What follows belongs to an exercise in optimizing a design on an open flow for small area and a short achievable clock period; a production flow would make more cautious choices.
RTL that was checked went through simulation tests only; none was proved equivalent to the original.

Design mas_mul_vedic_32x32, start of the top module:
module mas_mul_vedic_32x32 (
  input               clk,
  input               rstn,
  input        [31:0] in1,
  input        [31:0] in2,
  output logic [63:0] res
);
wire  [63:0] p;
wire  [15:0] eone, etwo, eneg;
logic [15:0] bone, btwo, bneg;    
logic        nb31;                
logic [31:0] na;                  
always_ff @(posedge clk, negedge rstn) begin
  if (!rstn) res <= '0;
  else       res <= p;
end
always_ff @(posedge clk) begin
  na <= ~(in1 & {32{rstn}});
end
always_ff @(posedge clk) begin
  bone <= eone;
  btwo <= etwo;
  bneg <= eneg;
end
always_ff @(posedge clk) begin
  nb31 <= ~in2[31];
end
assign eone[0] = ~(in2[0] ^ 1'b0);
assign etwo[0] = ~((in2[1] & ~in2[0] & ~1'b0) | (~in2[1] & in2[0] & 1'b0));
assign eneg[0] = in2[1];
assign eone[1] = ~(in2[2] ^ in2[1]);
assign etwo[1] = ~((in2[3] & ~in2[2] & ~in2[1]) | (~in2[3] & in2[2] & in2[1]));
assign eneg[1] = in2[3];
assign eone[2] = ~(in2[4] ^ in2[3]);
assign etwo[2] = ~((in2[5] & ~in2[4] & ~in2[3]) | (~in2[5] & in2[4] & in2[3]));
assign eneg[2] = in2[5];
assign eone[3] = ~(in2[6] ^ in2[5]);
assign etwo[3] = ~((in2[7] & ~in2[6] & ~in2[5]) | (~in2[7] & in2[6] & in2[5]));
assign eneg[3] = in2[7];
assign eone[4] = ~(in2[8] ^ in2[7]);
assign etwo[4] = ~((in2[9] & ~in2[8] & ~in2[7]) | (~in2[9] & in2[8] & in2[7]));
assign eneg[4] = in2[9];
assign eone[5] = ~(in2[10] ^ in2[9]);
assign etwo[5] = ~((in2[11] & ~in2[10] & ~in2[9]) | (~in2[11] & in2[10] & in2[9]));
assign eneg[5] = in2[11];
assign eone[6] = ~(in2[12] ^ in2[11]);
assign etwo[6] = ~((in2[13] & ~in2[12] & ~in2[11]) | (~in2[13] & in2[12] & in2[11]));
assign eneg[6] = in2[13];
assign eone[7] = ~(in2[14] ^ in2[13]);
assign etwo[7] = ~((in2[15] & ~in2[14] & ~in2[13]) | (~in2[15] & in2[14] & in2[13]));
assign eneg[7] = in2[15];
assign eone[8] = ~(in2[16] ^ in2[15]);
assign etwo[8] = ~((in2[17] & ~in2[16] & ~in2[15]) | (~in2[17] & in2[16] & in2[15]));
assign eneg[8] = in2[17];
assign eone[9] = ~(in2[18] ^ in2[17]);
assign etwo[9] = ~((in2[19] & ~in2[18] & ~in2[17]) | (~in2[19] & in2[18] & in2[17]));
assign eneg[9] = in2[19];
  ...
Size in the first run: ~2900 cells after synthesis, about 150 flip-flops, about 27000 um^2 of cells after synthesis.
==> flow/config.mk <==
export PLATFORM = sky130hd
export DESIGN_NAME = mas_mul_vedic_32x32
export DESIGN_NICKNAME = mas_mul_vedic_32x32
export VERILOG_FILES = /design/flow/design.v
export SDC_FILE = /design/flow/constraint.sdc
export NUM_CORES = 4
export LEC_CHECK = 0
export ABC_AREA = 1
export CAP_MARGIN = 60
export CORE_MARGIN = 2
export CORE_UTILIZATION = 55
export SLEW_MARGIN = 60
export SYNTH_HIERARCHICAL = 1
==> flow/constraint.sdc <==
create_clock -name core_clock -period 25.0 [get_ports {clk}]
set_input_delay 5.0000 -clock core_clock [delete_from_list [all_inputs] [get_ports {clk}]]
set_output_delay 5.0000 -clock core_clock [all_outputs]
set_load 0.01 [all_outputs]
standard.sh (not shown) runs the stock make flow with config.mk's settings and CLKGATE_MAP_FILE= SYNTH_SCRIPT=/design/flow/synth_recipe.tcl, a recipe that flattens the netlist after the stock synthesis.
==> flow/flow/run.sh <==
#!/bin/bash
# The standard layout, with plain buffers (not delay cells) on the ports.
export BUFFER_PORTS_ARGS="-buffer_cell sky130_fd_sc_hd__buf_2"
bash standard.sh > standard.log 2>&1
The first run completed with no timing, DRC or antenna violations.
Change:
--- a/flow/design.v
+++ b/flow/design.v
@@ -255,17 +255,19 @@
 wire  [63:0] p;
 wire  [15:0] eone, etwo, eneg;
 logic [15:0] bone, btwo, bneg;    
 logic        nb31;                
 logic [31:0] na;                  
 always_ff @(posedge clk, negedge rstn) begin
-  if (!rstn) res <= '0;
-  else       res <= p;
-end
-always_ff @(posedge clk) begin
-  na <= ~(in1 & {32{rstn}});
+  if (!rstn) begin
+    na  <= '1;
+    res <= '0;
+  end else begin
+    na  <= ~in1;
+    res <= p;
+  end
 end
 always_ff @(posedge clk) begin
   bone <= eone;
   btwo <= etwo;
   bneg <= eneg;
 end
After rerunning:
- The changed run produced a clean layout
- wire length went up by a few percent
- setup slack degrades by 0.032 ns
- synthesized area went up slightly
The RTL of the second run of this note was laid out without a check of its function.

* * *

mas_mul_vedic_32x32, a different RTL version from the one above (not shown whole).
Size in the first run: about 2900 cells after synthesis, roughly 150 flip-flops, about 130 I/O pins.
clock: 25.0 ns
lec_check: 0
abc_area: 1
cap_margin: 60
core_margin: 2
core_utilization: 55
slew_margin: 60
synth_hierarchical: 1
Scripts as last shown in full above: flow/flow/run.sh
Next try:
--- a/flow/design.v
+++ b/flow/design.v
@@ -254,19 +254,21 @@
 );
 wire  [63:0] p;
 wire  [15:0] eone, etwo, eneg;
 logic [15:0] bone, btwo, bneg;    
 logic        nb31;                
 logic [31:0] na;                  
 always_ff @(posedge clk, negedge rstn) begin
-  if (!rstn) res <= '0;
-  else       res <= p;
-end
-always_ff @(posedge clk) begin
-  na <= ~(in1 & {32{rstn}});
+  if (!rstn) begin
+    na  <= '1;
+    res <= '0;
+  end else begin
+    na  <= ~in1;
+    res <= p;
+  end
 end
 always_ff @(posedge clk) begin
   bone <= eone;
   btwo <= etwo;
   bneg <= eneg;
 end
 always_ff @(posedge clk) begin
- The changed run produced a clean layout
- via count went down by 2.8%
- clock skew decreases by 8.4 ps
- final cell count climbs by 0.85%
- routed wire length goes down by about 1%
- utilization falls by 0.50 points
- setup slack improved by 14 ps
- final area rose by 0.81%
Function was not checked in any run of this note: the RTL went through the layout flow alone.

* * *

Setup of run a:
mas_mul_vedic_32x32, a different RTL version from the one above (not shown whole).
Size in the first run: roughly 2,900 cells after synthesis, ~130 I/O pins.
## mas_mul_vedic_32x32
module mas_mul_vedic_32x32 (
  input               clk,
  input               rstn,
  input        [31:0] in1,
  input        [31:0] in2,
  output logic [63:0] res
);
==> flow/config.mk <==
export PLATFORM = sky130hd
export DESIGN_NAME = mas_mul_vedic_32x32
export DESIGN_NICKNAME = mas_mul_vedic_32x32
export VERILOG_FILES = /design/flow/design.v
export SDC_FILE = /design/flow/constraint.sdc
export NUM_CORES = 4
export LEC_CHECK = 0
export ABC_AREA = 1
export CAP_MARGIN = 60
export CORE_MARGIN = 2
export CORE_UTILIZATION = 45
export SLEW_MARGIN = 60
export SYNTH_HIERARCHICAL = 1
==> flow/constraint.sdc <==
create_clock -name core_clock -period 25.0 [get_ports {clk}]
set_input_delay 5.0000 -clock core_clock [delete_from_list [all_inputs] [get_ports {clk}]]
set_output_delay 5.0000 -clock core_clock [all_outputs]
set_load 0.01 [all_outputs]
Scripts as last shown in full above: flow/flow/run.sh
For run b, these inputs were changed with respect to run a:
--- a/flow/design.v
+++ b/flow/design.v
@@ -253,16 +253,17 @@
   output logic [63:0] res
 );
 wire  [63:0] p;
 wire  [15:0] eone, etwo, eneg;
 logic [15:0] bone, btwo, bneg;    
 logic        nb31;                
 logic [31:0] na;                  
-always_ff @(posedge clk) begin
-  res <= p & {64{rstn}};
+always_ff @(posedge clk, negedge rstn) begin
+  if (!rstn) res <= '0;
+  else       res <= p;
 end
 always_ff @(posedge clk) begin
   na <= ~(in1 & {32{rstn}});
 end
 always_ff @(posedge clk) begin
   bone <= eone;
   btwo <= etwo;
==> notes.md <==
Compared with run a, run b shows global-route wire length before repair lower by 1.8 mm. Sort run a and run b by worst setup margin, ascending, and run a comes first. Re final critical-path required period: run a was higher than run b.
No functional check of the RTL was part of run a.

==> what the ideal ports hide <==
The flow's constraints put no driver on any port. The routed layouts listed below were extracted and timed again, unchanged, in two steps. Step 1 (the two cells are an assumption about what drives the block):
set clk [get_ports {clk}]
set_driving_cell -lib_cell sky130_fd_sc_hd__clkbuf_16 $clk
set_driving_cell -lib_cell sky130_fd_sc_hd__buf_2 [delete_from_list [all_inputs] $clk]
Step 2 adds t to the input delays and takes it off the output delays; t is the mean of the earliest and latest rising clock arrival at the registers after step 1. Input paths then give back, and output paths get back, about the clock's delay inside the block. a / b / c = ideal / step 1 / step 2; a / b = the first two.
run | shift t [ns] | slack for setup (ns) | hold slack, ns | worst setup path after step 2 | worst register clock-pin slew, ns
the first run of note 1 | 0.562 | 18.944 / 18.909 / 18.944 | 0.806 / 0.806 / 0.806 | register to register | 0.09 / 0.09
the second run of note 1 | 0.575 | 18.912 / 18.899 / 18.912 | 0.782 / 0.782 / 0.782 | register to register | 0.08 / 0.08
the first run of note 2 | 0.561 | 18.863 / 18.863 / 18.858 | 0.802 / 0.802 / 0.802 | input to register | 0.08 / 0.08
the second run of note 2 | 0.558 | 18.877 / 18.877 / 18.877 | 0.781 / 0.781 / 0.781 | register to register | 0.07 / 0.07
run a | 0.554 | 18.914 / 18.868 / 18.914 | 0.846 / 0.846 / 0.846 | register to register | 0.07 / 0.07
run b | 0.557 | 18.966 / 18.905 / 18.826 | 0.830 / 0.830 / 0.830 | input to register | 0.08 / 0.08
After both steps setup and hold are still met in every run listed. The setup slack of run b, which loses most, moves by -0.061 ns with the drivers and by -0.140 ns with both steps.
